This is an optimization exercise on Yosys and OpenROAD, whose aim is small area, a short achievable clock period and few clock cycles, not a production implementation.
RTL that was checked went through simulation tests only; none was proved equivalent to the original.
Power and IR drop assume default switching activity.

==> flow/design.v (excerpt) <==
module cpu8080(addr, din, dout, readmem, writemem, readio, writeio, intr, inta,
               waitr, reset, clock);
   output [15:0] addr;
   input  [7:0]  din;
   output [7:0]  dout;
   output        readmem;
   output        writemem;
   output        readio;
   output        writeio;
   input         intr;
   output        inta;
   input         waitr;
   input         reset;
   input         clock;
   reg    [7:0]  ir;
   reg    [2:0]  step;       
   reg           intcyc;     
   reg           gap;        
   reg           take_q;     
   reg           ei;
   reg           eienb;
   reg           xs;         
   reg    [15:0] pc;
   reg    [15:0] sp;
   reg    [7:0]  W, Z;
   reg    [7:0]  rB, rC, rD, rE, rH, rL, rA;
   reg           fS, fAC, fCY;
   reg    [7:0]  fr;
   reg           fm, pZ, pP;
   wire          fZ = fm ? pZ : ~|fr;
   wire          fP = fm ? pP : ~^fr;
   reg           tc;         
  ...
Settings: LEC_CHECK=0, ABC_AREA=1, CAP_MARGIN=20, CORE_MARGIN=2, CORE_UTILIZATION=50, SETUP_SLACK_MARGIN=2.5, SLEW_MARGIN=20; clock period 7.0 ns.
run.sh (not shown) runs the stock make flow with config.mk's settings and CLKGATE_MAP_FILE= SYNTH_SCRIPT=/design/flow/synth_recipe.tcl, a recipe that flattens the netlist after the stock synthesis.
Testbench counts at the start, summed over its fixed seeds: cycles 196,450.
Edit:
--- a/flow/design.v
+++ b/flow/design.v
@@ -54,23 +54,19 @@
    reg           gap;        
    reg           take_q;     
    reg           ei;
    reg           eienb;
    reg           xs;         
    reg    [15:0] pc;
    reg    [15:0] sp;
    reg    [7:0]  W, Z;
    reg    [7:0]  rB, rC, rD, rE, rH, rL, rA;
-   reg           fS, fAC, fCY;
-   reg    [7:0]  fr;
-   reg           fm, pZ, pP;
-   wire          fZ = fm ? pZ : ~|fr;
-   wire          fP = fm ? pP : ~^fr;
+   reg           fS, fZ, fAC, fP, fCY;
    reg           tc;         
    function [2:0] rmap;
       input [2:0] i;
       input       s;
       rmap = (s && (i[2] ^ i[1])) ? {~i[2], ~i[1], i[0]} : i;
    endfunction
    function [7:0] rsel;
       input [2:0] p;
       case (p)
@@ -225,19 +221,18 @@
    alu alu(.x(aX), .y(aY), .cin(aci), .sub(a_sub), .osum(a_sum), .oand(a_and),
            .oxor(a_xor), .oor(a_or), .opass(a_pass), .res(ares), .cout(acout));
    reg  [7:0] dbus;
    always @(*)
       case (dsrc)
          3'd1:     dbus = Z;
          3'd2: dbus = flagbyte;
          3'd3:   dbus = pc[7:0];
          3'd4:   dbus = pc[15:8];
-         3'd5:   dbus = ir[0] ? Z - 8'd1 : Z + 8'd1;
          default:  dbus = rX;
       endcase
    assign addr = abus;
    assign dout = dbus;
    wire din_push = (din[7:6] == 2'b11) && (din[3:0] == 4'b0101);
    wire din_rst  = (din[7:6] == 2'b11) && (din[2:0] == 3'b111);
    wire din_di   = (din == 8'hf3);
    wire din_ei   = (din == 8'hfb);
    wire ei_n = last ? ((eienb || (ei && !take_q)) && !din_di) : ei;
@@ -284,21 +279,21 @@
                eienb  <= din_ei;
             end
             if (pc_en) pc <= idu;
             if (last && (din_push || din_rst)) sp <= spm2;
             else if (sp_en) sp <= sp_m2 ? spm2 : idu;
             if (z_we)
                Z <= (z_src == 2'd1) ? idu[7:0] : (z_src == 2'd2) ? ares : din;
             if (w_we) W <= w_src ? idu[15:8] : din;
             if (szp_alu) begin
-               fS <= ares[7]; fr <= ares; fm <= 1'b0;
+               fS <= ares[7]; fZ <= ~|ares; fP <= ~^ares;
             end else if (szp_din) begin
-               fS <= din[7]; pZ <= din[6]; pP <= din[2]; fm <= 1'b1;
+               fS <= din[7]; fZ <= din[6]; fP <= din[2];
             end
             if (daa_en)
                case (ac_sel)
                   2'd1: fAC <= 1'b0;
                   2'd2: fAC <= acout;
                   2'd3: fAC <= din[4];
                   default: ;
                endcase
             if (daa_en) fCY <= cy_n;
@@ -506,23 +501,26 @@
                we = 1'b1; widx = ddd;
                szp_alu = 1'b1; ac_sel = 2'd1;
                fetch(3'd0);
             end else case (step)
                3'd1: begin
                   bus = 3'd1; asel = 3'd4;
                   z_we = 1'b1;
                end
                3'd2: begin
-                  bus = 3'd2; asel = 3'd4; dsrc = 3'd5;
                   xz = 1'b1; ysrc = 3'd5; ksel = 3'd0; acin = 2'd1;
                   aop = ir[0] ? 3'd1 : 3'd0;
+                  z_we = 1'b1; z_src = 2'd2;
                   szp_alu = 1'b1; ac_sel = 2'd1;
                end
+               3'd3: begin
+                  bus = 3'd2; asel = 3'd4; dsrc = 3'd1;
+               end
                default: fetch(3'd0);
             endcase
          3'b110:  
             if (ddd != 3'd6) begin
                if (step == 3'd1) begin
                   rdpc;
                   we = 1'b1; wdin = 1'b1; widx = ddd;
                end else fetch(3'd0);
             end else case (step)
=>
- The new run passed the timing, DRC and antenna checks
- routed wire length shrinks by 7.5%
- critical path depth rises by 18
- worst setup slack got worse by 0.16 ns
- sequential share of layout area falls by 0.73 points
- total power came out higher by 4.3%
- first-iteration DRC count rises by 19%
- global-route usage goes down by 1.3 points
- cell area goes down by 3.2%
- sequential power came out lower by about 4%
For the second run of this note, only the layout was checked, not whether the RTL still works.

==> port drivers added, routing unchanged <==
Ports are ideal in the flow. The routed layouts listed here were re-timed in OpenROAD. Step 1 sets driving cells, clkbuf_16 on the clock port and buf_2 on the other inputs (assumed; they add their load-dependent delay and slew). Step 2 moves the port delays by t, midway between the first and last clock arrival at a register: inputs arrive t later, outputs are due t later. That takes back most of the time a late clock gives input paths. Three values: ideal, step 1, step 2; two values: the first two.
run	t (ns)	setup slack, ns	hold slack, ns
the first run	0.496	2.501 / 2.448 / 2.147	0.476 / 0.476 / 0.476
the second run	0.484	2.345 / 2.345 / 2.129	0.465 / 0.465 / 0.465
After both steps setup and hold are still met in every run listed. For the first run, which loses most, drivers alone change the setup slack by -0.053 ns; drivers and shift together by -0.354 ns.
